This is an optimization exercise on Yosys and OpenROAD, whose aim is a short achievable clock period and few clock cycles per item, not a production implementation. In this exercise RTL edits were held to simulation tests only and were not proved equivalent to the original. Power figures rest on the tool's default switching activity, not on a simulated workload.

==> flow/design.v <==
module adder #(parameter N = 32) (
    input  wire [N-1:0] a,
    input  wire [N-1:0] b,
    input  wire         ci,
    output wire [N-1:0] s
);
localparam L = (N > 32) ? 6 : (N > 16) ? 5 : (N > 8) ? 4 : (N > 4) ? 3 : (N > 2) ? 2 : 1;
wire [N-1:0] p = a ^ b;
wire [N-1:0] g = {a[N-1:1] & b[N-1:1], (a[0] & b[0]) | (p[0] & ci)};
genvar k;
generate
    for (k = 0; k < L; k = k + 1) begin : g_lvl
        wire [N-1:0] gi, pi, go, po;
        if (k == 0) begin : g_first
            assign gi = g;
            assign pi = p;
        end else begin : g_next
            assign gi = g_lvl[k-1].go;
            assign pi = g_lvl[k-1].po;
        end
        assign go = gi | (pi & {gi[N-1-(1<<k):0], {(1<<k){1'b0}}});
        assign po = pi & {pi[N-1-(1<<k):0], {(1<<k){1'b0}}};
    end
endgenerate
wire [N-1:0] c = {g_lvl[L-1].go[N-2:0], ci};
assign s = p ^ c;
endmodule
module rfread (
    input  wire [4:0]       sel,
    input  wire [31*32-1:0] regs,
    output wire [31:0]      q
);
wire [32*32-1:0] all = {regs, 32'd0};
assign q = all[sel*32 +: 32];
endmodule
module eqcmp #(parameter N = 32) (
    input  wire [N-1:0] a,
    input  wire [N-1:0] b,
    output wire         eq
);
assign eq = ~|(a ^ b);
endmodule
module addz #(parameter N = 32) (
    input  wire [N-1:0] a,
    input  wire [N-1:0] b,
    output wire         z
);
assign z = ~|((a ^ b) ^ {a[N-2:0] | b[N-2:0], 1'b0});
endmodule
module aluz (
    input  wire [31:0] a,
    input  wire [31:0] b,
    input  wire        sub,
    input  wire        andop,
    input  wire        orop,
    output wire        z
);
wire za, ze;
addz  #(32) u_za (.a(a), .b(b), .z(za));
eqcmp #(32) u_ze (.a(a), .b(b), .eq(ze));
assign z = sub ? ze : andop ? ~|(a & b) : orop ? ~|(a | b) : za;
endmodule
module idxchk (
    input  wire [9:0] a,
    input  wire [9:0] b,
    input  wire [7:0] k,
    output wire       ok
);
wire [9:2] r  = a[9:2] ^ b[9:2] ^ k;
wire       c2 = (a[1] & b[1]) | ((a[1] ^ b[1]) & a[0] & b[0]);
wire [9:3] rk = ~(r[9:3] ^ ((a[8:2] & b[8:2]) | ((a[8:2] | b[8:2]) & r[8:2])));
assign ok = (r[2] == c2) & (&rk);
endmodule
module top_RISCV #(
    parameter n = 10,
    parameter m = 32
)(
    input wire clk,
    input wire rst,
    output wire [n-1:0] addr,
    output wire [m-1:0] write_data,
    output wire memwr,
    input wire [31:0] read_data,
    output wire [31:0] PC,
    input wire [31:0] instr
);
localparam [6:0] OP_R = 7'b0110011, OP_I = 7'b0010011, OP_L = 7'b0000011,
                 OP_S = 7'b0100011, OP_B = 7'b1100011, OP_J = 7'b1101111,
                 OP_JR = 7'b1100111;
reg  [7:0]  fidx;            
reg  [7:0]  pc_o;            
reg  [31:0] pc_xn;           
reg         v_e;
reg  [31:0] a_e, b_e, sd_e, imm_e;
reg         fa_e, fb_e, fs_e;        
reg         wa_e, wb_e, ws_e;        
reg         q_ab, q_mb, q_wb, q_am, q_aw, q_mw, q_same;   
reg  [4:0]  rd_e;
reg         nbf_e;                   
reg         wen_e, sub_e, and_e, or_e, br_e, bne_e, jal_e, jalr_e, lw_e, sw_e, link_e, alu_e, add_e;
reg  [31:0] npc;             
reg  [31:0] res_m;
reg  [4:0]  rd_m;
reg         wen_m, ld_m;
reg  [31:0] wb_w;            
reg  [9:0]  addr_r;
reg  [31:0] wdata_r;
reg         memwr_r;
reg  [7:0]  ras;             
reg  [31:0] rf [1:31];
assign PC         = {~pc_xn[31:10], pc_o, ~pc_xn[1:0]};
assign addr       = addr_r;
assign write_data = wdata_r;
assign memwr      = memwr_r;
wire [31:0] mval = ld_m ? read_data : res_m;
wire [31:0] A  = fa_e ? res_m : wa_e ? wb_w : a_e;
wire [31:0] B  = fb_e ? res_m : wb_e ? wb_w : b_e;
wire [31:0] SD = fs_e ? mval  : ws_e ? wb_w : sd_e;
wire [31:0] sum, tgt;
wire [29:0] link_hi;
adder #(32) u_sum  (.a(A), .b(sub_e ? ~B : B), .ci(sub_e), .s(sum));
adder #(32) u_tgt  (.a(npc), .b(imm_e), .ci(1'b0), .s(tgt));
adder #(30) u_link (.a(npc[31:2]), .b(30'd0), .ci(1'b1), .s(link_hi));
wire [31:0] link = {link_hi, npc[1:0]};
wire [31:0] alu = and_e ? (A & B) : or_e ? (A | B) : sum;
wire [31:0] res_e = link_e ? link : alu;
wire eq_ab, eq_mb, eq_wb, eq_am, eq_aw, eq_mw;
eqcmp #(32) u_eqab (.a(a_e),   .b(b_e),   .eq(eq_ab));
eqcmp #(32) u_eqmb (.a(res_m), .b(b_e),   .eq(eq_mb));
eqcmp #(32) u_eqwb (.a(wb_w),  .b(b_e),   .eq(eq_wb));
eqcmp #(32) u_eqam (.a(a_e),   .b(res_m), .eq(eq_am));
eqcmp #(32) u_eqaw (.a(a_e),   .b(wb_w),  .eq(eq_aw));
eqcmp #(32) u_eqmw (.a(res_m), .b(wb_w),  .eq(eq_mw));
wire eq = (q_ab & eq_ab) | (q_mb & eq_mb) | (q_wb & eq_wb) |
          (q_am & eq_am) | (q_aw & eq_aw) | (q_mw & eq_mw) | q_same;
wire tk = jal_e | (br_e & ((q_ab & (eq_ab ^ bne_e)) | (q_mb & (eq_mb ^ bne_e)) |
                           (q_wb & (eq_wb ^ bne_e)) | (q_am & (eq_am ^ bne_e)) |
                           (q_aw & (eq_aw ^ bne_e)) | (q_mw & (eq_mw ^ bne_e)) |
                           (q_same & ~bne_e)));
wire taken = br_e & (eq ^ bne_e);
wire okT, okN, okR;
idxchk u_okt (.a(npc[9:0]), .b(imm_e[9:0]), .k(fidx), .ok(okT));
eqcmp #(8) u_okn (.a(link[9:2]), .b(fidx), .eq(okN));
wire okR_a, okR_m, okR_w;
idxchk u_okra (.a(a_e[9:0]),   .b(b_e[9:0]), .k(fidx), .ok(okR_a));
idxchk u_okrm (.a(res_m[9:0]), .b(b_e[9:0]), .k(fidx), .ok(okR_m));
idxchk u_okrw (.a(wb_w[9:0]),  .b(b_e[9:0]), .k(fidx), .ok(okR_w));
assign okR = fa_e ? okR_m : wa_e ? okR_w : okR_a;
wire misT = ~okT;
wire misN = ~okN;
wire misR = ~okR;
wire mT = v_e & ~jalr_e & misT;
wire mN = v_e & ~jalr_e & misN;
wire mR = v_e &  jalr_e & misR;
wire e_mis = mR | (tk ? mT : mN);
wire [31:0] e_next = jalr_e ? {sum[31:1], 1'b0} : tk ? tgt : link;
wire [9:0] jp_a, jp_m, jp_w;
adder #(10) u_jpa (.a(a_e[9:0]),   .b(b_e[9:0]), .ci(1'b0), .s(jp_a));
adder #(10) u_jpm (.a(res_m[9:0]), .b(b_e[9:0]), .ci(1'b0), .s(jp_m));
adder #(10) u_jpw (.a(wb_w[9:0]),  .b(b_e[9:0]), .ci(1'b0), .s(jp_w));
wire [7:0]  jt_idx = fa_e ? jp_m[9:2] : wa_e ? jp_w[9:2] : jp_a[9:2];
wire [7:0]  e_idx  = jalr_e ? jt_idx : tk ? tgt[9:2] : link[9:2];
wire z_a, z_m, z_w;
aluz u_za (.a(a_e),   .b(b_e), .sub(sub_e), .andop(and_e), .orop(or_e), .z(z_a));
aluz u_zm (.a(res_m), .b(b_e), .sub(sub_e), .andop(and_e), .orop(or_e), .z(z_m));
aluz u_zw (.a(wb_w),  .b(b_e), .sub(sub_e), .andop(and_e), .orop(or_e), .z(z_w));
wire ezero = fa_e ? z_m : wa_e ? z_w : z_a;
wire [6:0] op  = instr[6:0];
wire [2:0] f3  = instr[14:12];
wire [4:0] rs1 = instr[19:15];
wire [4:0] rs2 = instr[24:20];
wire [4:0] rd  = instr[11:7];
wire is_r    =  op[5] &  op[4];
wire is_i    = ~op[5] &  op[4];
wire is_lw   = ~op[5] & ~op[4];
wire is_sw   = ~op[6] &  op[5] & ~op[4];
wire is_br   =  op[6] & ~op[2];
wire is_jal  =  op[3];
wire is_jalr =  op[2] & ~op[3];
wire wen_d    = (is_r | is_i | is_lw | is_jal | is_jalr) & (rd != 5'd0);
wire useimm_d = is_i | is_lw | is_sw | is_jalr;
wire use2_d   = is_r | is_br;
wire [31:0] imm_i = {{20{instr[31]}}, instr[31:20]};
wire [31:0] imm_s = {{20{instr[31]}}, instr[31:25], instr[11:7]};
wire [31:0] imm_b = {{20{instr[31]}}, instr[7], instr[30:25], instr[11:8], 1'b0};
wire [31:0] imm_j = {{12{instr[31]}}, instr[19:12], instr[20], instr[30:21], 1'b0};
wire [31*32-1:0] rfv;
wire [31:0] rf1, rf2;
rfread u_rf1 (.sel(rs1), .regs(rfv), .q(rf1));
rfread u_rf2 (.sel(rs2), .regs(rfv), .q(rf2));
wire e1 = v_e & wen_e & (rd_e == rs1);
wire e2 = v_e & wen_e & (rd_e == rs2);
wire m1 = wen_m & (rd_m == rs1);
wire m2 = wen_m & (rd_m == rs2);
wire stall = lw_e & ((e1 & ~is_jal) | (e2 & use2_d));
wire [7:0] seq   = fidx + 8'd1;
wire       h_d   = f3[0] ^ (rs1 == rs2);
wire       e_alu = v_e & alu_e & wen_e & nbf_e;
wire       br_ex = e_alu & (rs2 == 5'd0) & (rd_e == rs1);
wire       br_pt = br_ex ? (ezero ^ f3[0]) : h_d;
wire [9:0] jr_a, jr_mm, jr_w, jr_e;
adder #(10) u_jra (.a(jp_a), .b(imm_i[9:0]), .ci(1'b0), .s(jr_a));
adder #(10) u_jrx (.a(jp_m), .b(imm_i[9:0]), .ci(1'b0), .s(jr_mm));
adder #(10) u_jrw (.a(jp_w), .b(imm_i[9:0]), .ci(1'b0), .s(jr_w));
assign jr_e = fa_e ? jr_mm : wa_e ? jr_w : jr_a;
wire [7:0] jal_t, br_t;
adder #(8) u_jal (.a(fidx), .b(imm_j[9:2]), .ci(1'b0), .s(jal_t));
adder #(8) u_br  (.a(fidx), .b(imm_b[9:2]), .ci(1'b0), .s(br_t));
wire j_e   = e1 & e_alu & add_e;
wire j_r   = ~j_e & (rs1 == 5'd1);
wire s_jal = is_jal;
wire s_br  = is_br & br_pt;
wire s_jre = is_jalr & j_e;
wire s_ras = is_jalr & j_r;
wire s_seq = ~(s_jal | s_br | s_jre | s_ras);
wire [7:0] g_idx    = ({8{s_jal}} & jal_t)     | ({8{s_br}}  & br_t) |
                      ({8{s_jre}} & jr_e[9:2]) | ({8{s_ras}} & ras)  |
                      ({8{s_seq}} & seq);
wire [7:0] idx_next = e_mis ? e_idx : stall ? fidx : g_idx;
always @(posedge clk or posedge rst) begin
    if (rst)
        fidx <= 8'd0;
    else
        fidx <= idx_next;
end
always @(posedge clk) begin
    if (rst)
        pc_o <= 8'd0;
    else
        pc_o <= idx_next;
end
always @(posedge clk or posedge rst) begin
    if (rst)
        pc_xn <= 32'hffffffff;
    else if (v_e)
        pc_xn <= ~e_next;
end
always @(posedge clk or posedge rst) begin
    if (rst)
        v_e <= 1'b0;
    else
        v_e <= ~e_mis & ~stall;
end
always @(posedge clk) begin
    q_ab   <= ~e1 & ~m1 & ~(~useimm_d & (e2 | m2));
    q_mb   <=  e1 & ~(~useimm_d & (e2 | m2));
    q_wb   <= ~e1 &  m1 & ~(~useimm_d & (e2 | m2));
    q_am   <= ~e1 & ~m1 & ~useimm_d & e2;
    q_aw   <= ~e1 & ~m1 & ~useimm_d & ~e2 & m2;
    q_mw   <= (e1 & ~useimm_d & ~e2 & m2) | (~e1 & m1 & ~useimm_d & e2);
    q_same <= (e1 & ~useimm_d & e2) | (~e1 & m1 & ~useimm_d & ~e2 & m2);
    a_e    <= rf1;
    fa_e   <= e1;
    wa_e   <= ~e1 & m1;
    b_e    <= useimm_d ? (is_sw ? imm_s : imm_i) : rf2;
    fb_e   <= ~useimm_d & e2;
    nbf_e  <= useimm_d | (~e2 & ~m2);
    wb_e   <= ~useimm_d & ~e2 & m2;
    sd_e   <= rf2;
    fs_e   <= e2;
    ws_e   <= ~e2 & m2;
    imm_e  <= is_jal ? imm_j : imm_b;
    rd_e   <= rd;
    wen_e  <= wen_d;
    sub_e  <= is_r & (f3 == 3'b000) & instr[30];
    and_e  <= (is_r | is_i) & (f3 == 3'b111);
    or_e   <= (is_r | is_i) & (f3 == 3'b110);
    add_e  <= ~(is_r & instr[30]) & (f3 == 3'b000);
    br_e   <= is_br;
    bne_e  <= f3[0];
    jal_e  <= is_jal;
    jalr_e <= is_jalr;
    lw_e   <= is_lw;
    sw_e   <= is_sw;
    link_e <= is_jal | is_jalr;
    alu_e  <= is_r | is_i;
end
always @(posedge clk or posedge rst) begin
    if (rst) begin
        npc     <= 32'd0;
        wen_m   <= 1'b0;
        memwr_r <= 1'b0;
    end else begin
        if (v_e)
            npc <= e_next;
        wen_m   <= v_e & wen_e;
        memwr_r <= v_e & sw_e;
    end
end
always @(posedge clk) begin
    res_m   <= res_e;
    rd_m    <= rd_e;
    ld_m    <= lw_e;
    addr_r  <= sum[9:0];
    wdata_r <= SD;
    wb_w    <= mval;
end
always @(posedge clk or posedge rst) begin
    if (rst)
        ras <= 8'd0;
    else if (v_e & link_e & (rd_e == 5'd1))
        ras <= link[9:2];
end
genvar gi;
generate
    for (gi = 1; gi < 32; gi = gi + 1) begin : g_rf
        always @(posedge clk or posedge rst) begin
            if (rst)
                rf[gi] <= 32'd0;
            else if (wen_m && rd_m == gi)
                rf[gi] <= mval;
        end
        assign rfv[(gi-1)*32 +: 32] = rf[gi];
    end
endgenerate
endmodule
==> flow/flow/run.sh <==
#!/bin/bash
# Layout flow: the standard ORFS flow (standard.sh) with these changes:
#  - synthesis maps the logic with abc using flow/abc_fast.script, which maps
#    every path for delay (the standard script recovers area on paths abc
#    thinks are short, which is most of the paths from the input ports),
#    without the slow 4-high-stack gates listed in flow/abc_dont_use.txt;
#  - no full/half adder cells (ADDER_MAP_FILE empty): the adders, written as
#    prefix adders in the RTL, go to abc as plain logic;
#  - repair_timing aims at a tighter setup margin than the 5 ns that the
#    settings list allows, so it keeps working down to a ~3.5 ns period;
#  - the port buffers are buf_4 cells (buffer_ports otherwise picks a
#    clock-delay buffer, which repair may only swap for other delay cells).
# Registers, constraints, floorplan, CTS and routing are standard.sh's.
# make's full output goes to flow_make.log here; ORFS keeps each step's log
# under orfs/logs/.
set -euo pipefail
WD=$(pwd)
MARGIN=${FLOW_SETUP_MARGIN:-6.8}
sed "s|@WD@|$WD|g" flow/synth_wrap.tcl > flow_synth.tcl
grep -q 'SYNTH_SCRIPT=[^ ]*synth_recipe.tcl' standard.sh
grep -q '"${@:-finish}"' standard.sh
sed -e "s|SYNTH_SCRIPT=[^ ]*synth_recipe.tcl|SYNTH_SCRIPT=$WD/flow_synth.tcl|" \
    -e "s|\"\${@:-finish}\"|SETUP_SLACK_MARGIN=${MARGIN} ADDER_MAP_FILE= BUFFER_PORTS_ARGS=\"-buffer_cell sky130_fd_sc_hd__buf_4\" \"\${@:-finish}\"|" \
    standard.sh > flow_standard.sh
grep -q "SETUP_SLACK_MARGIN=${MARGIN} ADDER_MAP_FILE=" flow_standard.sh
grep -q "SYNTH_SCRIPT=$WD/flow_synth.tcl" flow_standard.sh
bash flow_standard.sh "$@" > flow_make.log 2>&1
==> flow/flow/abc_dont_use.txt <==
sky130_fd_sc_hd__a2111o_1
sky130_fd_sc_hd__a2111o_2
sky130_fd_sc_hd__a2111o_4
sky130_fd_sc_hd__a2111oi_0
sky130_fd_sc_hd__a2111oi_1
sky130_fd_sc_hd__a2111oi_2
sky130_fd_sc_hd__a2111oi_4
sky130_fd_sc_hd__a41o_1
sky130_fd_sc_hd__a41o_2
sky130_fd_sc_hd__a41o_4
sky130_fd_sc_hd__a41oi_1
sky130_fd_sc_hd__a41oi_2
sky130_fd_sc_hd__a41oi_4
sky130_fd_sc_hd__nor4_1
sky130_fd_sc_hd__nor4_2
sky130_fd_sc_hd__nor4_4
sky130_fd_sc_hd__nor4b_1
sky130_fd_sc_hd__nor4b_2
sky130_fd_sc_hd__nor4b_4
sky130_fd_sc_hd__nor4bb_1
sky130_fd_sc_hd__nor4bb_2
sky130_fd_sc_hd__nor4bb_4
sky130_fd_sc_hd__o2111a_1
sky130_fd_sc_hd__o2111a_2
sky130_fd_sc_hd__o2111a_4
sky130_fd_sc_hd__o2111ai_1
sky130_fd_sc_hd__o2111ai_2
sky130_fd_sc_hd__o2111ai_4
sky130_fd_sc_hd__o41a_1
sky130_fd_sc_hd__o41a_2
sky130_fd_sc_hd__o41a_4
sky130_fd_sc_hd__o41ai_1
sky130_fd_sc_hd__o41ai_2
sky130_fd_sc_hd__o41ai_4
sky130_fd_sc_hd__or4_1
sky130_fd_sc_hd__or4_2
sky130_fd_sc_hd__or4_4
sky130_fd_sc_hd__or4b_1
sky130_fd_sc_hd__or4b_2
sky130_fd_sc_hd__or4b_4
sky130_fd_sc_hd__or4bb_1
sky130_fd_sc_hd__or4bb_2
sky130_fd_sc_hd__or4bb_4
==> flow/flow/abc_fast.script <==
strash
dch -f
map -D 10
buffer -c
topo
stime -c
upsize -c
dnsize -c
==> flow/flow/synth_wrap.tcl <==
# Synthesis wrapper: synth_recipe.tcl (the standard synthesis) with its abc
# call given flow/abc_fast.script and the cells in flow/abc_dont_use.txt
# kept out of the mapping. @WD@ is replaced by the work folder.
proc abc {args} {
  set i [lsearch -exact $args -script]
  if {$i >= 0} { lset args [expr {$i + 1}] @WD@/flow/abc_fast.script }
  set f [open @WD@/flow/abc_dont_use.txt]
  foreach c [split [string trim [read $f]]] {
    if {$c ne ""} { lappend args -dont_use $c }
  }
  close $f
  yosys abc {*}$args
}
source @WD@/synth_recipe.tcl
==> flow/standard.sh <==
#!/bin/bash
# synth_recipe.tcl (not shown) runs the flow's synth.tcl, then flattens the netlist and writes it again
# the make line also repeats each setting of config.mk as NAME=value (left out here)
make -C /OpenROAD-flow-scripts/flow DESIGN_CONFIG=/design/flow/config.mk WORK_HOME=/design/flow/orfs CLKGATE_MAP_FILE= SYNTH_SCRIPT=/design/flow/synth_recipe.tcl "${@:-finish}"
==> flow/config.mk <==
export PLATFORM = sky130hd
export DESIGN_NAME = top_RISCV
export DESIGN_NICKNAME = top_RISCV
export VERILOG_FILES = /design/flow/design.v
export SDC_FILE = /design/flow/constraint.sdc
export NUM_CORES = 8
export LEC_CHECK = 0
export CAP_MARGIN = 20
export CORE_MARGIN = 2
export CORE_UTILIZATION = 45
export SETUP_SLACK_MARGIN = 5
export SLEW_MARGIN = 20
==> flow/constraint.sdc <==
create_clock -name core_clock -period 10.0 [get_ports {clk}]
set_input_delay 2.0000 -clock core_clock [delete_from_list [all_inputs] [get_ports {clk}]]
set_output_delay 2.0000 -clock core_clock [all_outputs]
set_load 0.01 [all_outputs]
==> results of run 1 <==
routing by layer:
| layer | up-vias | GRT usage, % | share of wire [%] |
|---|---|---|---|
| met4 | 16 | 29.3 | 7.7 |
| met5 | - | 0 | 0.023 |
| met1 | 43700 | 57.4 | 38 |
| met3 | 1588 | 10.0 | 13 |
| li1 | 39200 | - | - |
| met2 | 6853 | 64.7 | 42 |
state kept, by name (all words and copies together) (netlist names), 8 cells and up:
| name | cells |
|---|---|
| pc_xn | 24 |
| a_e | 32 |
| wb_w | 32 |
| addr_r | 10 |
| ras | 8 |
| fidx | 8 |
| pc_o | 8 |
| b_e | 32 |
| rf | 992 |
| sd_e | 32 |
| npc | 32 |
| wdata_r | 32 |
| res_m | 32 |
| imm_e | 20 |
worst reg2reg max path, delay by kind of cell, from the launching register on:
| family | cells | cell delay, ns |
|---|---|---|
| flip-flops | 1 | 0.54 |
| AO/OA/AOI/OAI | 5 | 0.82 |
| AND/OR/NAND/NOR | 7 | 1.74 |
| buffers and inverters | 3 | 0.44 |
| XOR/XNOR | 1 | 0.18 |
cell usage after synthesis, types with 24 or more instances:
cell | n | area, sq um
a211oi_1 | 36 | 270
a21oi_1 | 418 | 2090
a221oi_1 | 27 | 236
a22oi_1 | 44 | 330
a31oi_1 | 94 | 588
a32oi_1 | 39 | 342
and2_1 | 28 | 175
buf_1 | 27 | 101
buf_2 | 58 | 290
clkbuf_1 | 758 | 2850
dfrtp_1 | 1043 | 26100
dfstp_2 | 24 | 631
dfxtp_1 | 268 | 5370
inv_1 | 612 | 2300
inv_2 | 28 | 105
nand2_1 | 2180 | 8180
nand2_2 | 44 | 275
nand3_1 | 329 | 1650
nand3b_1 | 25 | 188
nand4_1 | 202 | 1260
nor2_1 | 1485 | 5570
nor2_2 | 42 | 263
nor3_1 | 74 | 370
o211ai_1 | 233 | 1750
o21ai_0 | 2381 | 11900
o21ai_1 | 47 | 235
o21ai_2 | 33 | 289
o221ai_1 | 173 | 1520
o22ai_1 | 254 | 1590
xor2_1 | 169 | 1480
logic make-up after synthesis:
logic type	after synthesis	synth area share, %
buffers and inverters	1545	7.56
AO/OA/AOI/OAI	3917	27.7
XOR/XNOR	204	2.44
adder cells (fa/ha/maj)	1	0.0139
AND/OR/NAND/NOR	4458	22.6
flip-flops	1335	39.6
cell type report:
type                            instances  share of cell area (%)
Sequential cell                      1335                    33.0
Clock inverter                         51                   0.662
Timing Repair Buffer                  628                    8.77
Tap cell                             2355                    3.01
Antenna cell                           21                  0.0536
Multi-Input combinational cell       8583                    47.0
Inverter                              655                    2.72
Clock buffer                          240                    4.74
Timing Repair inverter                  8                  0.0817
power breakdown:
group | switching (mW) | total (mW) | internal, mW
logic | 7.30 | 11.3 | 4.03
clock network | 2.55 | 5.96 | 3.41
registers | 2.36 | 10.3 | 7.91
total | 12.2 | 27.6 | 15.3
per-stage QoR:
stage	worst slack, ns	hold slack, ns
2_1_floorplan	-6.85	0.331
3_3_place_gp	4.11	0.342
3_5_place_dp	4.11	0.346
4_1_cts	6.43	0.366
5_1_grt	6.19	0.374
6_report	6.14	0.367
worst max-delay path by stage:
stage / start / end / cells after the start
after global placement: instr[20] / b_e[12]$_DFF_P_ / 11
after global routing: a_e[17]$_DFF_P_ / pc_o[2]$_SDFF_PP0_ / 18
after CTS: pc_xn[16]$_DFFE_PP1P_ / PC[16] / 2
after floorplan: rst / fidx[0]$_DFF_PP0_ / 2
final: a_e[17]$_DFF_P_ / pc_o[3]$_SDFF_PP0_ / 16
after detailed placement: instr[20] / b_e[12]$_DFF_P_ / 11
timing repair:
item                       4_1_cts  5_1_grt
setup buffers                  125      111
pin swaps                      144      153
setup endpoints to repair      517      761
resized for setup              893      384
cloned                          56       46
hold buffers                     0        0
==> impl_results.md, run 1 <==
* Initial core utilization at 45.3%
* Via Count at approximately 91,000
* Fin crit share at 38.6%
* WL/cell at 31.2 um
* Die area at 183,000 sq um
* Die X at about 430 um
* Peak VDD IR at slightly below 0.2 mV
* Most frequent cells in the layout: o21ai_0 (2,267), nand2_1 (2,073), nor2_1 (1,414)
* Final non-filler cell area at just under 100,000 sq um
* DP HPWL at around 260,000 um
* Initial antenna violation count at 32
* Clock sink count at around 1,300
* Async S/R FF share, synth at between 70% and 80%
* Register area share after synthesis at 39.6%
* WP buf/inv at 3
* Max-cap violation count at 0
* CP Class: reg2reg
* Worst r2r path cells at 16
* Final Skew at about 0.045 ns
* Yosys cell types at 83
* Main synth FF type: dfrtp_1
* CP max FO at 6
* Drt total wl at 433,000 um
* Final std cells w/o fill at 13,900
* Overall power at 27.6 mW
* Register area at 32,400 sq um
* First-pass GRT wire length at 592,000 um
* Status: complete, no violations
* Max Slew Vio Count at 0
* IO Count at 141
* Rows at 155
* Total gr overflow at 0
* Hold path start: lw_e$_DFF_P_
* Synth-to-layout area growth at 21.1%
* Share of post-route cells with drive strength above 1 at roughly 16%
* Worst Path Required at approximately 11 ns
* CP max stage cell: dfxtp_2
* Unrepaired setup endpoints after global routing: true
* CTS Buffer Depth at 3
* Worst Setup End Kind: register
* Leak pwr at ~43 nW
* Min Tclk post-route at 3.86 ns
* Final count of hold timing violations at 0
* Util after Layout at 54.9%
* TritonCTS clock tree: built
* Critical path's largest stage delay at 0.54 ns
* Hold Path End: ld_m$_DFF_P_
* Max-slew headroom at 12.4%
* Drt first pass iters at 10
* Via density at 6.58
* Placed instance count at ~13,000
* Number of synthesized flops with an enable pin at 0
* R2R setup slack at 6.14 ns
* Largest net degree at the start of global routing at 154
* Data arrival, critical path at between 4 and 5 ns
* Clock slew at reported path FFs at 0.06 ns
* Clk latency of the worst-skew pair at 0.87 ns
* Syn_nets at approximately 12,000
* Startpoint types: register
* Pwr Density at roughly 280 nW/um^2
* Post-layout net count at approximately 11,000
* CP top delay family: simple AND/OR/NAND/NOR gates
* Post-placement cell area at 83,300 sq um
* Fmax at approximately 0.26 GHz
* H-tree depth at 4
* Number of synthesized register bits at 1,335
* Port Buffers at approximately 140
* Syn avg cell area at 7.07 sq um
* Warnings from Yosys at 2
* CTS buffer count at between 150 and 200
* DRC violation count after routing at 0
* Worst Tran Pin Value at between 1 and 1.5 ns
* HP Class: reg2reg
* Hold path cells at 0
* DRT iter0 DRCs at 14,600
* Most common cell after layout, fill and taps aside: o21ai_0
* Cells after synthesis at 11,500
* Root Buffer: clkbuf_16
* Post-Syn Area at 81,000 sq um
* # fillers at 16,800
* Vias in the first global route at 82,700
* GRT Overall Usage at 43.8%
* Worst reg2reg endpoint: pc_o[3]$_SDFF_PP0_
* Core ar. at 179,000 sq um
* Final setup viols at 0
* Setup TNS at 0 ns
* Height of the die at 428 um
* Post-DRT Antenna Nets at 0
* Crit-path cells: xor2_1 > nor3_4 > nand4_1 > nor2_2 > a21boi_1 > o21ai_1 > nand4_1 > o21ai_4 > buf_12 > nand2_8 > o211ai_4 > nand2_4 > buf_12 > buf_8 > nand2_4 > a21oi_1
* Area of the multi-input gates at approximately 46,000 sq um
* Gpl congestion at 1.03
* Worst r2r src: a_e[17]$_DFF_P_
Testbench counts, summed over its fixed seeds: cycles 22,016, instrs 21,298.
==> run 2: changes to the inputs <==
--- a/flow/config.mk
+++ b/flow/config.mk
@@ -7,6 +7,7 @@
 export LEC_CHECK = 0
 export CAP_MARGIN = 20
 export CORE_MARGIN = 2
-export CORE_UTILIZATION = 45
+export CORE_UTILIZATION = 40
+export GPL_ROUTABILITY_DRIVEN = 0
 export SETUP_SLACK_MARGIN = 5
 export SLEW_MARGIN = 20
==> impl_results.md, run 2 <==
* Status: complete, no violations (unchanged)
* Compound-cell area share of the yosys netlist at 27.7% (unchanged)
* Share of post-route cells with drive strength above 1 at 17.0% (was 15.9%)
* Via Count at 92,500 (was 91,400)
* DRT iter0 DRCs at 16,700 (was 14,600)
* Die X at 454 um (was 428 um)
* Register area share after synthesis at 39.6% (unchanged)
* Most frequent cell after synthesis: o21ai_0 (unchanged)
* Worst Setup End Kind: register (unchanged)
* Adder-cell area share of the yosys netlist at 0.0139% (unchanged)
* Most common cell after layout, fill and taps aside: o21ai_0 (unchanged)
* DRC violation count after routing at 0 (unchanged)
* Drt total wl at 411,000 um (was 433,000 um)
* Clock sink count at 1,335 (unchanged)
* Port Buffers at 138 (unchanged)
* CP Class: reg2reg (unchanged)
* WL/cell at 28.9 um (was 31.2 um)
* Worst Tran Pin Value at 1.32 ns (was 1.31 ns)
* Final count of hold timing violations at 0 (unchanged)
* # fillers at 19,100 (was 16,800)
* Data arrival, critical path at 4.34 ns (was 4.58 ns)
* Post-DRT Antenna Nets at 0 (unchanged)
* Height of the die at 454 um (was 428 um)
* Max Slew Vio Count at 0 (unchanged)
* Total gr overflow at 0 (unchanged)
* Core ar. at 202,000 sq um (was 179,000 sq um)
* Rows at 165 (was 155)
* Synth-to-layout area growth at 23.0% (was 21.1%)
* Worst r2r src: b_e[6]$_DFF_P_ (was a_e[17]$_DFF_P_)
* Worst Path Required at 10.71 ns (about the same)
* Final setup viols at 0 (unchanged)
* Die area at 206,000 sq um (was 183,000 sq um)
* HP Class: reg2reg (unchanged)
* DP HPWL at 225,000 um (was 257,000 um)
* Syn avg cell area at 7.07 sq um (unchanged)
* Startpoint types: register (unchanged)
* Vias in the first global route at 83,500 (was 82,700)
* Via density at 6.50 (was 6.58)
* IO Count at 141 (unchanged)
* Pwr Density at 278 nW/um^2 (was 281 nW/um^2)
* Final non-filler cell area at 99,600 sq um (was 98,000 sq um)
* Unrepaired setup endpoints after global routing: true (unchanged)
* Number of synthesized flops with an enable pin at 0 (unchanged)
* Setup slack after layout at 6.37 ns (was 6.14 ns)
* Worst slack, placed at 4.22 ns (was 4.11 ns)
* First-pass GRT wire length at 563,000 um (was 592,000 um)
* Max-cap violation count at 0 (unchanged)
* Clk latency of the worst-skew pair at 0.87 ns (about the same)
* Synth top cells by count: o21ai_0 (2,381), nand2_1 (2,180), nor2_1 (1,485) (unchanged)
* Fmax at 0.275 GHz (was 0.259 GHz)
* Area contributors post-synth: dfrtp_1 (32%), o21ai_0 (15%), nand2_1 (10%) (unchanged)
* H-tree depth at 4 (unchanged)
* Yosys cell types at 83 (unchanged)
* Fin crit share at 36.3% (was 38.6%)
* Hold Path End: ld_m$_DFF_P_ (unchanged)
* Hold bufs inserted after CTS at 0 (unchanged)
* Post-placement cell area at 83,500 sq um (was 83,300 sq um)
* Worst r2r path cells at 18 (was 16)
* Number of synthesized register bits at 1,335 (unchanged)
* Syn_nets at 11,500 (unchanged)
* Post-Syn Area at 81,000 sq um (unchanged)
* CP max FO at 10 (was 6)
* Main synth FF type: dfrtp_1 (unchanged)
* Min Tclk post-route at 3.63 ns (was 3.86 ns)
* Util after Layout at 49.4% (was 54.9%)
* Largest net degree at the start of global routing at 149 (was 154)
* Hold path cells at 0 (unchanged)
* Share of the synthesized area in the top cell type at 32.2% (unchanged)
* Clock slew at reported path FFs at 0.06 ns (about the same)
* Max-slew headroom at 11.4% (was 12.4%)
* Peak VDD IR at 0.218 mV (was 0.197 mV)
* Largest area contributor in the netlist: dfrtp_1 (unchanged)
* Main combinational cell family by area after synthesis: compound AO/OA/AOI/OAI gates (unchanged)
* CTS Buffer Depth at 3 (unchanged)
* Cells after synthesis at 11,500 (unchanged)
* Initial core utilization at 40.1% (was 45.3%)
* Root Buffer: clkbuf_16 (unchanged)
* XOR/XNOR share of the synthesized area at 2.44% (unchanged)
* Worst reg2reg endpoint: pc_o[7]$_SDFF_PP0_ (was pc_o[3]$_SDFF_PP0_)
* CTS buffer count at 153 (was 155)
* Async S/R FF share, synth at 79.9% (unchanged)
* Warnings from Yosys at 2 (unchanged)
* Post-layout net count at 11,500 (was 11,400)
* Leak pwr at 43.8 nW (was 43.5 nW)
* R2R setup slack at 6.37 ns (was 6.14 ns)
* TritonCTS clock tree: built (unchanged)
* GRT Overall Usage at 36.7% (was 43.8%)
* Drt first pass iters at 13 (was 10)
* Hold path start: lw_e$_DFF_P_ (unchanged)
* Biggest register: rf (unchanged)
* Most frequent cells in the layout: o21ai_0 (2,146), nand2_1 (2,092), nor2_1 (1,380) (was o21ai_0 (2,267), nand2_1 (2,073), nor2_1 (1,414))
* Max FFs per register at 992 (unchanged)
* Simple-Gate Fraction of Synth Area at 22.6% (unchanged)
* Initial antenna violation count at 27 (was 32)
* Final Skew at 0.0660 ns (was 0.0450 ns)
* Multiplexer share of the synthesized area at 0% (unchanged)
## run 2: cell counts after synthesis
Identical to the previous run, type by type.
## run 2: cell families (layout without fill, tap and decap cells)
family / Yosys count / in the layout
buf+inv: 1545 / 1600
flops: 1335 / 1335
fa+ha+maj: 1 / 1
xor+xnor: 204 / 204
simple gates: 4458 / 4463
other cells: 0 / 31
compound gates: 3917 / 3917
## run 2: worst max-delay path, cell delays in order (launching register included)
cell,delay (ns)
dfxtp_4,0.40
inv_2,0.14
nand2_2,0.14
nand2_4,0.15
nand4_1,0.42
nor2_1,0.23
nand4_1,0.11
buf_4,0.20
xor2_1,0.15
nand2_1,0.08
nand3_2,0.09
o21ai_4,0.27
buf_6,0.17
nand2_8,0.10
o211ai_4,0.30
nand2_4,0.18
buf_12,0.20
nand2_4,0.07
a21oi_2,0.06
## run 2: routing by layer
metal	up-vias	wire length, um	track usage [%]
met2	7623	169000	53.4
met3	2018	60900	11.4
met5	-	143	0.163
met4	20	37100	26.6
li1	39300	-	-
met1	43600	144000	45.7
## run 2: how the worst max path moves through the flow
| stage | start | end | slack, ns | depth (start not counted) |
|---|---|---|---|---|
| final | b_e[6]$_DFF_P_ | pc_o[7]$_SDFF_PP0_ | 6.37 | 18 |
| after global routing | b_e[6]$_DFF_P_ | pc_o[1]$_SDFF_PP0_ | 6.38 | 18 |
| after CTS | pc_xn[0]$_DFFE_PP1P_ | PC[0] | 6.40 | 2 |
| after detailed placement | instr[21] | b_e[26]$_DFF_P_ | 4.22 | 10 |
| after global placement | instr[21] | pc_o[3]$_SDFF_PP0_ | 4.18 | 17 |
| after floorplan | rst | fidx[0]$_DFF_PP0_ | -6.85 | 2 |
## run 2: repair_timing
action,4_1_cts,5_1_grt
gates cloned,70,60
resized for setup,815,717
pin swaps,117,276
setup endpoints to repair,1032,680
setup buffers,142,111
## run 2: metrics by stage
stage	setup TNS (ns)	cells	total power, mW	hold WS (ns)
detailed placement	0	13500	19.5	0.338
CTS	0	14000	26.4	0.382
global placement	0	13500	19.3	0.334
finish	0	14200	27.7	0.383
global route	0	14200	29.1	0.388
floorplan	-7205.14	11500	16.2	0.331
## run 2: area by class of cell
type	count	area, sq um	share of cell area [%]
multi-input combinational	8585	46400	46.6
sequential	1335	32400	32.5
timing repair buffer	650	9200	9.23
clock buffer	234	4630	4.65
tap	2672	3340	3.36
inverter	655	2670	2.68
clock inverter	50	774	0.777
timing repair inverter	11	135	0.136
antenna	31	77.6	0.0779
## run 2: power by group
| part | internal [mW] | switching (mW) | total [mW] |
|---|---|---|---|
| clock network | 3.59 | 2.51 | 6.11 |
| logic | 4.06 | 7.22 | 11.3 |
| registers | 7.92 | 2.40 | 10.3 |
==> run 3: changes to the inputs <==
==> flow/flow/abc_fast.script (replaced) <==
strash
dch
map -D 10
buffer -c
topo
stime -c
upsize -c
dnsize -c
--- a/flow/config.mk
+++ b/flow/config.mk
@@ -8,6 +8,5 @@
 export CAP_MARGIN = 20
 export CORE_MARGIN = 2
 export CORE_UTILIZATION = 40
-export GPL_ROUTABILITY_DRIVEN = 0
 export SETUP_SLACK_MARGIN = 5
 export SLEW_MARGIN = 20
==> impl_results.md, run 3 <==
* Status: complete, no violations (unchanged)
* Core ar. at 200,000 sq um (was 202,000 sq um)
* Worst Setup End Kind: output port (was register)
* Unrepaired setup endpoints after global routing: true (unchanged)
* Max FFs per register at 992 (unchanged)
* Pwr Density at 278 nW/um^2 (about the same)
* Wire length on met2 at 184,000 um (was 169,000 um)
* Fin crit share at 35.8% (was 36.3%)
* Hold path start: lw_e$_DFF_P_ (unchanged)
* Vias in the first global route at 83,200 (was 83,500)
* Adder-cell area share of the yosys netlist at 0% (was 0.0139%)
* Main synth FF type: dfrtp_1 (unchanged)
* Share of post-route cells with drive strength above 1 at 17.0% (about the same)
* Post-DRT Antenna Nets at 0 (unchanged)
* Post-layout net count at 11,500 (about the same)
* Met1 WL at 164,000 um (was 144,000 um)
* Async S/R FF share, synth at 79.9% (unchanged)
* Clock slew at reported path FFs at 0.06 ns (about the same)
* Top Layer Used: met5 (unchanged)
* Via Count at 91,400 (was 92,500)
* Hold path cells at 0 (unchanged)
* Hold bufs inserted after CTS at 0 (unchanged)
* Biggest register: rf (unchanged)
* Post-placement cell area at 83,200 sq um (was 83,500 sq um)
* Multiplexer share of the synthesized area at 0% (unchanged)
* H-tree depth at 4 (unchanged)
* Syn_nets at 11,500 (about the same)
* Yosys cell types at 80 (was 83)
* Number of synthesized register bits at 1,335 (unchanged)
* Worst Path Required at 8.00 ns (was 10.71 ns)
* Post-Syn Area at 80,500 sq um (was 81,000 sq um)
* Max Slew Vio Count at 0 (unchanged)
* Drt first pass iters at 10 (was 13)
* XOR/XNOR share of the synthesized area at 2.38% (was 2.44%)
* Data arrival, critical path at 1.58 ns (was 4.34 ns)
* Cells after synthesis at 11,400 (was 11,500)
* Final setup viols at 0 (unchanged)
* Die X at 452 um (was 454 um)
* Fmax at 0.279 GHz (was 0.275 GHz)
* DRT iter0 DRCs at 14,400 (was 16,700)
* Detail Route met3 WL at 55,900 um (was 60,900 um)
* Sw Ratio at 44.1% (was 43.8%)
* Initial antenna violation count at 25 (was 27)
* TritonCTS clock tree: built (unchanged)
* Simple-Gate Fraction of Synth Area at 22.7% (was 22.6%)
* Drt total wl at 438,000 um (was 411,000 um)
* Worst Tran Pin Value at 1.24 ns (was 1.32 ns)
* Power share of the clock group at 22.5% (was 22.0%)
* Max-slew headroom at 17.3% (was 11.4%)
* Placed instance count at 13,500 (about the same)
* Hold Path End: ld_m$_DFF_P_ (unchanged)
* Most common cell after layout, fill and taps aside: nand2_1 (was o21ai_0)
* Largest net degree at the start of global routing at 139 (was 149)
* Leak pwr at 44.1 nW (was 43.8 nW)
* Worst r2r path cells at 18 (unchanged)
* CP max stage cell: dfstp_2 (was nand4_1)
* Main combinational cell family by area after synthesis: compound AO/OA/AOI/OAI gates (unchanged)
* Initial core utilization at 40.3% (was 40.1%)
* Gpl congestion at 0.990
* Setup slack after layout at 6.42 ns (was 6.37 ns)
* CP Class: reg2out (was reg2reg)
* Final non-filler cell area at 99,300 sq um (was 99,600 sq um)
* Crit-path cells: inv_2 > buf_6 (was inv_2 > nand2_2 > nand2_4 > nand4_1 > nor2_1 > nand4_1 > buf_4 > xor2_1 > nand2_1 > nand3_2 > o21ai_4 > buf_6 > nand2_8 > o211ai_4 > nand2_4 > buf_12 > nand2_4 > a21oi_2)
* First-pass GRT wire length at 597,000 um (was 563,000 um)
* Height of the die at 452 um (was 454 um)
* Root Buffer: clkbuf_16 (unchanged)
* Max-cap violation count at 0 (unchanged)
* IO Count at 141 (unchanged)
* Most frequent cells in the layout: nand2_1 (2,323), o21ai_0 (2,069), nor2_1 (1,182) (was o21ai_0 (2,146), nand2_1 (2,092), nor2_1 (1,380))
* Synth top cells by count: nand2_1 (2,443), o21ai_0 (2,210), nor2_1 (1,259) (was o21ai_0 (2,381), nand2_1 (2,180), nor2_1 (1,485))
* Comb pwr share at 40.2% (was 40.7%)
* Syn avg cell area at 7.04 sq um (was 7.07 sq um)
* Port Buffers at 138 (unchanged)
* Register area share after synthesis at 39.9% (was 39.6%)
* GRT Overall Usage at 39.9% (was 36.7%)
* Peak VDD IR at 0.196 mV (was 0.218 mV)
* Total gr overflow at 0 (unchanged)
* Area contributors post-synth: dfrtp_1 (32%), o21ai_0 (14%), nand2_1 (11%) (was dfrtp_1 (32%), o21ai_0 (15%), nand2_1 (10%))
* Startpoint types: register (unchanged)
* HP Class: reg2reg (unchanged)
* Die area at 205,000 sq um (was 206,000 sq um)
* Share of the synthesized area in the top cell type at 32.4% (was 32.2%)
* Warnings from Yosys at 2 (unchanged)
* Worst reg2reg endpoint: npc[28]$_DFFE_PP0P_ (was pc_o[7]$_SDFF_PP0_)
* CTS Buffer Depth at 3 (unchanged)
* Largest area contributor in the netlist: dfrtp_1 (unchanged)
* Clk latency of the worst-skew pair at 0.90 ns (was 0.87 ns)
* CTS buffer count at 155 (was 153)
* Critical path's largest stage delay at 0.58 ns (was 0.42 ns)
* Min Tclk post-route at 3.58 ns (was 3.63 ns)
* Internal power at 15.4 mW (was 15.6 mW)
* WL/cell at 30.8 um (was 28.9 um)
* Final count of hold timing violations at 0 (unchanged)
* DP HPWL at 253,000 um (was 225,000 um)
* Synth-to-layout area growth at 23.5% (was 23.0%)
* Rows at 164 (was 165)
* Compound-cell area share of the yosys netlist at 27.6% (was 27.7%)
* CP max FO at 2 (was 10)
* Most frequent cell after synthesis: nand2_1 (was o21ai_0)
* Worst r2r src: wb_w[31]$_DFF_P_ (was b_e[6]$_DFF_P_)
* Clock sink count at 1,335 (unchanged)
* NetSw at 12.2 mW (was 12.1 mW)
* Sequential power share at 37.3% (about the same)
* Via density at 6.43 (was 6.50)
* Final Skew at 0.0824 ns (was 0.0660 ns)
* Number of synthesized flops with an enable pin at 0 (unchanged)
* Final std cells w/o fill at 14,200 (about the same)
* Worst slack, placed at 4.18 ns (was 4.22 ns)
* DRC violation count after routing at 0 (unchanged)
* R2R setup slack at 6.51 ns (was 6.37 ns)
[run 3: cell types whose count changed after synthesis, sizes merged, moves of 19 or more]
cell    before   now
a21oi      433   658
a22oi       45   153
buf        121   142
inv        641   612
nand2     2225  2456
nand3      333   364
nor2      1532  1281
o211ai     251    79
o21ai     2461  2312
o221ai     174   155
o22ai      254   178
o311ai       9    59
[run 3: per-stage QoR]
stage          power, mW  TNS (ns)  hold WS (ns)  utilization [%]
6_report            27.6         0         0.358             49.7
4_1_cts             26.6         0         0.362             47.5
2_1_floorplan       15.9  -7237.95         0.324                -
3_5_place_dp        19.5         0         0.347             41.6
3_3_place_gp        19.3         0         0.332             41.6
5_1_grt             29.1         0         0.371             49.7
[run 3: critical path, delay by kind of cell (launching register included)]
family / cells / cell delay [ns]
buffers and inverters: 2 / 0.16
flip-flops: 1 / 0.58
[run 3: power by group through the flow]
| stage | combinational (mW) | clock [mW] | sequential, mW |
|---|---|---|---|
| floorplan | 6.74 | 0 | 9.20 |
| global placement | 9.31 | 0 | 10.0 |
| detailed placement | 9.44 | 0 | 10.1 |
| CTS | 10.2 | 6.23 | 10.1 |
| global route | 12.1 | 6.44 | 10.5 |
| finish | 11.1 | 6.20 | 10.3 |
[run 3: cell families (layout without fill, tap and decap cells)]
kind of cell           Yosys count  after routing
XOR/XNOR                       196            196
AO/OA/AOI/OAI                 3902           3903
buffers and inverters         1520           1627
other                            0             14
flip-flops                    1335           1335
AND/OR/NAND/NOR               4475           4480
[run 3: metal layers]
layer  vias to the layer above  GRT usage [%]
li1                      39200              -
met2                      6704           59.1
met1                     43900           51.3
met4                        14           25.7
met3                      1550           10.5
met5                         -              0
[run 3: worst max-delay path by stage]
| stage | from | to | slack (ns) | cells past startpoint |
|---|---|---|---|---|
| floorplan | rst | fidx[0]$_DFF_PP0_ | -6.88 | 2 |
| global placement | instr[20] | b_e[24]$_DFF_P_ | 4.17 | 10 |
| detailed placement | instr[20] | b_e[24]$_DFF_P_ | 4.18 | 10 |
| CTS | pc_xn[1]$_DFFE_PP1P_ | PC[1] | 6.38 | 2 |
| global route | instr[16] | pc_o[4]$_SDFF_PP0_ | 6.39 | 16 |
| finish | pc_xn[1]$_DFFE_PP1P_ | PC[1] | 6.42 | 2 |
[run 3: area by class of cell]
class                   count  area (sq um)
fillers                 19500        101000
multi-input cells        8579         46000
flip-flops and latches   1335         32400
repair buffers            704          9340
clock buffers             238          4600
well taps                2656          3320
inverters                 623          2570
clock inverters            53           937
repair inverters            9          76.3
diodes                     14          35.0
[run 3: what timing repair did]
action / CTS / global route
gates resized for setup: 943 / 559
buffers inserted: 157 / 144
pin swaps: 114 / 160
cloned: 61 / 45
endpoints found under the setup margin: 985 / 733
==> run 4: changes to the inputs <==
==> flow/flow/abc_fast.script (replaced) <==
strash
dch -f
map -D 10
buffer -c
topo
stime -c
upsize -c
dnsize -c
==> impl_results.md, run 4 <==
* Share of post-route cells with drive strength above 1 at 18.2% (was 17.0%)
* Number of synthesized register bits at 1,335 (unchanged)
* Initial antenna violation count at 28 (was 25)
* Synth-to-layout area growth at 24.0% (was 23.5%)
* Leak pwr at 44.2 nW (was 44.1 nW)
* Area contributors post-synth: dfrtp_1 (32%), o21ai_0 (15%), nand2_1 (10%) (was dfrtp_1 (32%), o21ai_0 (14%), nand2_1 (11%))
* Height of the die at 454 um (was 452 um)
* Overall power at 27.9 mW (was 27.6 mW)
* Share of the synthesized area in the top cell type at 32.2% (was 32.4%)
* Max FFs per register at 992 (unchanged)
* Met1 GRT Util at 52.3% (was 51.3%)
* Fin crit share at 35.4% (was 35.8%)
* Die area at 206,000 sq um (was 205,000 sq um)
* Util after Layout at 49.8% (was 49.7%)
* Post-Syn Area at 81,000 sq um (was 80,500 sq um)
* R2R setup slack at 6.48 ns (was 6.51 ns)
* Syn avg cell area at 7.07 sq um (was 7.04 sq um)
* Clock sink count at 1,335 (unchanged)
* CTS buffer count at 157 (was 155)
* TritonCTS clock tree: built (unchanged)
* Critical path's largest stage delay at 0.52 ns (was 0.58 ns)
* Via density at 6.44 (was 6.43)
* GRT Overall Usage at 40.0% (was 39.9%)
* Vias in the first global route at 83,800 (was 83,200)
* Largest area contributor in the netlist: dfrtp_1 (unchanged)
* DRT iter0 DRCs at 14,500 (was 14,400)
* Most Used Layer, Global Route: met2 (unchanged)
* Worst reg2reg endpoint: npc[21]$_DFFE_PP0P_ (was npc[28]$_DFFE_PP0P_)
* Unrepaired setup endpoints after global routing: true (unchanged)
* Largest net degree at the start of global routing at 184 (was 139)
* Initial core utilization at 40.1% (was 40.3%)
* Yosys cell types at 83 (was 80)
* Root Buffer: clkbuf_16 (unchanged)
* Startpoint types: register (unchanged)
* Peak VDD IR at 0.190 mV (was 0.196 mV)
* Rows at 165 (was 164)
* Worst Setup End Kind: output port (unchanged)
* Drt first pass iters at 11 (was 10)
* Gpl congestion at 1.02 (was 0.990)
* Most common cell after layout, fill and taps aside: o21ai_0 (was nand2_1)
* Hold Path End: ld_m$_DFF_P_ (unchanged)
* Cells after synthesis at 11,500 (was 11,400)
* Final count of hold timing violations at 0 (unchanged)
* Biggest register: rf (unchanged)
* Met3 Use GR at 8.90% (was 10.5%)
* CTS Buffer Depth at 3 (unchanged)
* Final Skew at 0.0848 ns (was 0.0824 ns)
* Clk latency of the worst-skew pair at 0.89 ns (was 0.90 ns)
* Max Slew Vio Count at 0 (unchanged)
* First-pass GRT wire length at 602,000 um (was 597,000 um)
* Clock slew at reported path FFs at 0.07 ns (was 0.06 ns)
* Most frequent cell after synthesis: o21ai_0 (was nand2_1)
* Via Count at 92,000 (was 91,400)
* Post-DRT Antenna Nets at 0 (unchanged)
* Worst Tran Pin Value at 1.24 ns (about the same)
* Warnings from Yosys at 2 (unchanged)
* Crit-path cells: inv_2 > buf_6 (unchanged)
* Most frequent cells in the layout: o21ai_0 (2,239), nand2_1 (2,044), nor2_1 (1,383) (was nand2_1 (2,323), o21ai_0 (2,069), nor2_1 (1,182))
* Total gr overflow at 0 (unchanged)
* Hold path start: lw_e$_DFF_P_ (unchanged)
* Met2 usage at 59.5% (was 59.1%)
* CP max stage cell: dfstp_2 (unchanged)
* Syn_nets at 11,500 (about the same)
* Min Tclk post-route at 3.54 ns (was 3.58 ns)
* WL/cell at 31.0 um (was 30.8 um)
* IO Count at 141 (unchanged)
* CP Class: reg2out (unchanged)
* Worst Path Required at 8.00 ns (about the same)
* Number of synthesized flops with an enable pin at 0 (unchanged)
* Max-cap violation count at 0 (unchanged)
* Post-layout net count at 11,500 (about the same)
* HP Class: reg2reg (unchanged)
* Fmax at 0.282 GHz (was 0.279 GHz)
* Main synth FF type: dfrtp_1 (unchanged)
* DP HPWL at 252,000 um (was 253,000 um)
* DRC violation count after routing at 0 (unchanged)
* Data arrival, critical path at 1.54 ns (was 1.58 ns)
* Max-slew headroom at 16.6% (was 17.3%)
* CP max FO at 2 (unchanged)
* CP top delay family: flip-flops (unchanged)
* Register area share after synthesis at 39.6% (was 39.9%)
* Drt total wl at 444,000 um (was 438,000 um)
* Worst r2r path cells at 18 (unchanged)
* Worst r2r src: wb_w[19]$_DFF_P_ (was wb_w[31]$_DFF_P_)
* Hold path cells at 0 (unchanged)
* H-tree depth at 4 (unchanged)
* Final setup viols at 0 (unchanged)
* WP buf/inv at 2 (unchanged)
* Async S/R FF share, synth at 79.9% (unchanged)
* Die X at 454 um (was 452 um)
* Port Buffers at 138 (unchanged)
* Pwr Density at 278 nW/um^2 (about the same)
* Synth top cells by count: o21ai_0 (2,381), nand2_1 (2,180), nor2_1 (1,485) (was nand2_1 (2,443), o21ai_0 (2,210), nor2_1 (1,259))
* Core ar. at 202,000 sq um (was 200,000 sq um)
* Status: complete, no violations (unchanged)
==> run 4: cell types whose count changed in the layout (fill, tap and decap cells not counted), moves of 34 or more <==
cell,change
a21oi_1,-241
a22oi_1,-79
nand2_1,-279
nand3_1,-74
nand3_2,+34
nor2_1,+201
o211ai_1,+157
o21ai_0,+170
o22ai_1,+74
==> run 4: repair_timing <==
action                                 4_1_cts  5_1_grt
resized for setup                          963      588
endpoints found under the hold margin        0        0
gates cloned                                70       57
setup endpoints to repair                  689      522
buffers inserted                           168      127
pin swaps                                  119      252
hold buffers                                 0        0
==> run 4: worst max-delay path by stage <==
stage / depth (start not counted) / slack (ns) / start / to
floorplan: 2 / -6.85 / rst / fidx[0]$_DFF_PP0_
global placement: 14 / 4.14 / instr[15] / pc_o[7]$_SDFF_PP0_
detailed placement: 13 / 4.13 / instr[15] / pc_o[0]$_SDFF_PP0_
CTS: 2 / 6.41 / pc_xn[13]$_DFFE_PP1P_ / PC[13]
global route: 15 / 6.40 / instr[21] / pc_o[7]$_SDFF_PP0_
finish: 2 / 6.46 / pc_xn[13]$_DFFE_PP1P_ / PC[13]
==> run 4: power by group <==
group | internal, mW | total, mW | switching, mW | leakage (nW)
sequential | 7.93 | 10.3 | 2.38 | 14.4
clock | 3.42 | 6.01 | 2.59 | 2.63
combinational | 4.12 | 11.6 | 7.50 | 27.1
total | 15.5 | 27.9 | 12.5 | 44.2
==> run 4: kinds of logic after synthesis <==
logic type / count (synthesis) / share of synthesized area [%]
AO/OA/AOI/OAI: 3917 / 27.7
XOR/XNOR: 204 / 2.44
adder cells (fa/ha/maj): 1 / 0.0139
AND/OR/NAND/NOR: 4458 / 22.6
flip-flops: 1335 / 39.6
buffers and inverters: 1545 / 7.56
==> run 4: worst register-to-register path, stage by stage (launching register included) <==
cell and delay (ns):
dfxtp_4 0.38, buf_6 0.13, nand2_2 0.04, nand4_1 0.16
nor3_4 0.26, nand4_1 0.45, nor2_4 0.32, a21boi_2 0.08
o21ai_1 0.09, nand3_1 0.13, o21ai_4 0.27, buf_6 0.14
buf_6 0.09, buf_8 0.12, nand2_8 0.12, nand3b_1 0.22
o211ai_1 0.14, nand2_1 0.14, o21ai_1 0.07
==> run 4: per-layer routing <==
layer  share of wire (%)  vias up
met5               0.028        -
met4                 7.8       14
met3                  12     1657
met2                  42     6780
met1                  38    44100
li1                    -    39400
==> run 4: area by class of cell <==
type | instances | area (sq um)
Clock buffer | 237 | 4730
Antenna cell | 35 | 87.6
Timing Repair Buffer | 705 | 9560
Sequential cell | 1335 | 32400
Clock inverter | 55 | 606
Fill cell | 19500 | 101000
Multi-Input combinational cell | 8587 | 46800
Tap cell | 2672 | 3340
Timing Repair inverter | 11 | 126
Inverter | 655 | 2670
==> run 4: per-stage QoR <==
step | cell area (sq um) | setup TNS (ns) | worst slack [ns] | std cells | hold WS [ns]
6_report | 100000 | 0 | 6.46 | 14300 | 0.403
5_1_grt | 100000 | 0 | 6.40 | 14300 | 0.423
4_1_cts | 95600 | 0 | 6.41 | 14100 | 0.404
3_5_place_dp | 83700 | 0 | 4.13 | 13500 | 0.358
3_3_place_gp | 83700 | 0 | 4.14 | 13500 | 0.362
2_1_floorplan | 81000 | -7205.14 | -6.85 | 11500 | 0.331
==> run 5: changes to the inputs <==
--- a/flow/flow/run.sh
+++ b/flow/flow/run.sh
@@ -15,7 +15,7 @@
 # under orfs/logs/.
 set -euo pipefail
 WD=$(pwd)
-MARGIN=${FLOW_SETUP_MARGIN:-6.8}
+MARGIN=${FLOW_SETUP_MARGIN:-6.7}
 sed "s|@WD@|$WD|g" flow/synth_wrap.tcl > flow_synth.tcl
 grep -q 'SYNTH_SCRIPT=[^ ]*synth_recipe.tcl' standard.sh
 grep -q '"${@:-finish}"' standard.sh
==> impl_results.md, run 5 <==
* Min Tclk post-route at 3.58 ns (was 3.54 ns)
* Biggest register: rf (unchanged)
* Number of synthesized flops with an enable pin at 0 (unchanged)
* Setup TNS at 0 ns (unchanged)
* Crit-path cells: buf_4 > nand2_1 > nand4_1 > nor3_4 > nand4_1 > nor2_4 > a21boi_2 > o21ai_1 > nand3_1 > o21ai_4 > buf_6 > buf_6 > nand2_8 > o211ai_1 > nand2_1 > nand2_1 > nand2_1 (was inv_2 > buf_6)
* Gpl congestion at 1.02 (unchanged)
* Most frequent cells in the layout: o21ai_0 (2,289), nand2_1 (2,055), nor2_1 (1,403) (was o21ai_0 (2,239), nand2_1 (2,044), nor2_1 (1,383))
* Worst Path Required at 10.71 ns (was 8.00 ns)
* Leak pwr at 42.9 nW (was 44.2 nW)
* Core ar. at 202,000 sq um (unchanged)
* Peak VDD IR at 0.192 mV (was 0.190 mV)
* Final non-filler cell area at 97,400 sq um (was 100,000 sq um)
* Placed instance count at 13,500 (unchanged)
* Pwr Density at 282 nW/um^2 (was 278 nW/um^2)
* Largest area contributor in the netlist: dfrtp_1 (unchanged)
* Total gr overflow at 0 (unchanged)
* DRC violation count after routing at 0 (unchanged)
* Synth-to-layout area growth at 20.3% (was 24.0%)
* WL/cell at 30.3 um (was 31.0 um)
* Register area at 32,400 sq um (about the same)
* Worst Tran Pin Value at 1.28 ns (was 1.24 ns)
* Warnings from Yosys at 2 (unchanged)
* Status: complete, no violations (unchanged)
* Vias in the first global route at 82,700 (was 83,800)
* Hold path cells at 0 (unchanged)
* Die area at 206,000 sq um (unchanged)
* IO Count at 141 (unchanged)
* Hold bufs inserted after CTS at 0 (unchanged)
* Max-cap violation count at 0 (unchanged)
* Unrepaired setup endpoints after global routing: true (unchanged)
* Main synth FF type: dfrtp_1 (unchanged)
* HP Class: reg2reg (unchanged)
* CP max FO at 8 (was 2)
* Data arrival, critical path at 4.29 ns (was 1.54 ns)
* Syn_nets at 11,500 (unchanged)
* CP Class: reg2reg (was reg2out)
* TritonCTS clock tree: built (unchanged)
* Number of synthesized register bits at 1,335 (unchanged)
* Clk latency of the worst-skew pair at 0.87 ns (was 0.89 ns)
* Register area share after synthesis at 39.6% (unchanged)
* Fmax at 0.280 GHz (was 0.282 GHz)
* Height of the die at 454 um (unchanged)
* Port Buffers at 138 (unchanged)
* DP HPWL at 252,000 um (unchanged)
* CTS buffer count at 157 (unchanged)
* Critical path's largest stage delay at 0.47 ns (was 0.52 ns)
* Clock slew at reported path FFs at 0.07 ns (about the same)
* Rows at 165 (unchanged)
* Final setup viols at 0 (unchanged)
* Largest net degree at the start of global routing at 184 (unchanged)
* Post-DRT Antenna Nets at 0 (unchanged)
* CTS Buffer Depth at 3 (unchanged)
* Most common cell after layout, fill and taps aside: o21ai_0 (unchanged)
* Async S/R FF share, synth at 79.9% (unchanged)
* Drt total wl at 429,000 um (was 444,000 um)
* Post-placement cell area at 83,700 sq um (unchanged)
* # fillers at 19,800 (was 19,500)
* Max Slew Vio Count at 0 (unchanged)
* Via Count at 90,300 (was 92,000)
* Max FFs per register at 992 (unchanged)
* Worst hold slack at 0.399 ns (was 0.403 ns)
* Initial core utilization at 40.1% (unchanged)
* Area of the multi-input gates at 46,000 sq um (was 46,800 sq um)
* WP buf/inv at 3 (was 2)
* Area contributors post-synth: dfrtp_1 (32%), o21ai_0 (15%), nand2_1 (10%) (unchanged)
* Clock sink count at 1,335 (unchanged)
* Yosys cell types at 83 (unchanged)
* Share of the synthesized area in the top cell type at 32.2% (unchanged)
* Cells after synthesis at 11,500 (unchanged)
* CP top delay family: simple AND/OR/NAND/NOR gates (was flip-flops)
* Levels on crit path at 17 (was 2)
* Synth top cells by count: o21ai_0 (2,381), nand2_1 (2,180), nor2_1 (1,485) (unchanged)
* H-tree depth at 4 (unchanged)
* Final count of hold timing violations at 0 (unchanged)
* DRT iter0 DRCs at 13,600 (was 14,500)
* Initial antenna violation count at 18 (was 28)
* Post-Syn Area at 81,000 sq um (unchanged)
* Final Skew at 0.0467 ns (was 0.0848 ns)
* Share of post-route cells with drive strength above 1 at 16.0% (was 18.2%)
* Post-layout net count at 11,400 (was 11,500)
* Drt first pass iters at 9 (was 11)
* Most used cell along the critical path: nand2_1
* CP max stage cell: nand4_1 (was dfstp_2)
* Syn avg cell area at 7.07 sq um (unchanged)
* Root Buffer: clkbuf_16 (unchanged)
* Die X at 454 um (unchanged)
* Most frequent cell after synthesis: o21ai_0 (unchanged)
* GRT Overall Usage at 39.0% (was 40.0%)
* Worst r2r path cells at 17 (was 18)
* First-pass GRT wire length at 589,000 um (was 602,000 um)
* Final std cells w/o fill at 14,200 (was 14,300)
* Startpoint types: register (unchanged)
* Max-slew headroom at 14.9% (was 16.6%)
* Via density at 6.38 (was 6.44)
* Util after Layout at 48.3% (was 49.8%)
* Fin crit share at 35.8% (was 35.4%)
* Worst Setup End Kind: register (was output port)
[run 5: cells by family after synthesis]
| logic type | count (synthesis) | synth area share [%] |
|---|---|---|
| buffers and inverters | 1545 | 7.56 |
| AND/OR/NAND/NOR | 4458 | 22.6 |
| XOR/XNOR | 204 | 2.44 |
| flip-flops | 1335 | 39.6 |
| AO/OA/AOI/OAI | 3917 | 27.7 |
| adder cells (fa/ha/maj) | 1 | 0.0139 |
[run 5: final timing paths]
path | startpoint | endpoint | slack [ns]
setup / recovery | wb_w[18]$_DFF_P_ | fidx[3]$_DFF_PP0_ | 6.42
hold / removal | lw_e$_DFF_P_ | ld_m$_DFF_P_ | 0.40
setup reg to reg | wb_w[18]$_DFF_P_ | fidx[3]$_DFF_PP0_ | 6.42
hold reg to reg | lw_e$_DFF_P_ | ld_m$_DFF_P_ | 0.40
max in group asynchronous | rst | rf[25][9]$_DFFE_PP0P_ | 6.83
min in group asynchronous | rst | fidx[1]$_DFF_PP0_ | 1.26
[run 5: per-stage QoR]
step                      setup slack (ns)  total power, mW
after floorplan                      -6.85             16.2
after global placement                4.14             19.7
after global routing                  6.41             29.0
final                                 6.42             27.5
after CTS                             6.41             26.6
after detailed placement              4.13             19.9
[run 5: cell type report]
type	instances	share of cell area, %
sequential	1335	33.3
clock buffer	237	4.86
timing repair buffer	572	7.71
multi-input combinational	8585	47.2
clock inverter	55	0.622
inverter	655	2.73
tap	2672	3.43
timing repair inverter	9	0.0938
antenna	31	0.0796
[run 5: per-layer routing]
layer  global-route usage, %  vias up  part of all wire (%)
met5                       0        -                0.0072
met4                    24.4        6                   7.2
met3                    7.99     1391                    11
met2                    58.3     6157                    43
met1                    51.6    43600                    39
li1                        -    39100                     -
[run 5: power breakdown]
part	switching (mW)	internal [mW]	total (mW)
Clock	2.58	3.42	6.00
Sequential	2.36	7.92	10.3
Combinational	7.29	3.92	11.2
Total	12.2	15.3	27.5
[run 5: timing repair]
item,in CTS,in global routing
gates resized for setup,717,535
setup buffers,112,85
endpoints found under the setup margin,362,462
pin swaps,80,142
cloned,52,35

separate check: timing with driven ports:
Ports are ideal in the flow. The routed layouts listed here were re-timed in OpenROAD. Step 1 (the two cells are an assumption about what drives the block):
set clk [get_ports {clk}]
set_driving_cell -lib_cell sky130_fd_sc_hd__clkbuf_16 $clk
set_driving_cell -lib_cell sky130_fd_sc_hd__buf_2 [delete_from_list [all_inputs] $clk]
Step 2 moves the port delays by t, midway between the first and last clock arrival at a register: inputs arrive t later, outputs are due t later. That takes back most of the time a late clock gives input paths. Three values: ideal, step 1, step 2; two values: the first two.
| run | shift t [ns] | setup slack, ns | latest minus earliest clock arrival (ns) | worst data-port slew with drivers (ns) | cell pins on the clock port's net |
|---|---|---|---|---|---|
| run 1 | 0.934 | 6.138 / 6.138 / 5.220 | 0.047 / 0.047 | 0.41 | 1 |
| run 2 | 0.931 | 6.367 / 6.227 / 5.296 | 0.066 / 0.066 | 0.47 | 1 |
| run 3 | 0.946 | 6.420 / 6.218 / 5.272 | 0.082 / 0.082 | 0.45 | 1 |
| run 4 | 0.934 | 6.456 / 6.170 / 5.235 | 0.086 / 0.087 | 0.46 | 1 |
| run 5 | 0.932 | 6.424 / 6.159 / 5.227 | 0.048 / 0.047 | 0.51 | 1 |
After both steps setup and hold are still met in every run listed. For run 4, which loses most, drivers alone change the setup slack by -0.286 ns; drivers and shift together by -1.221 ns.
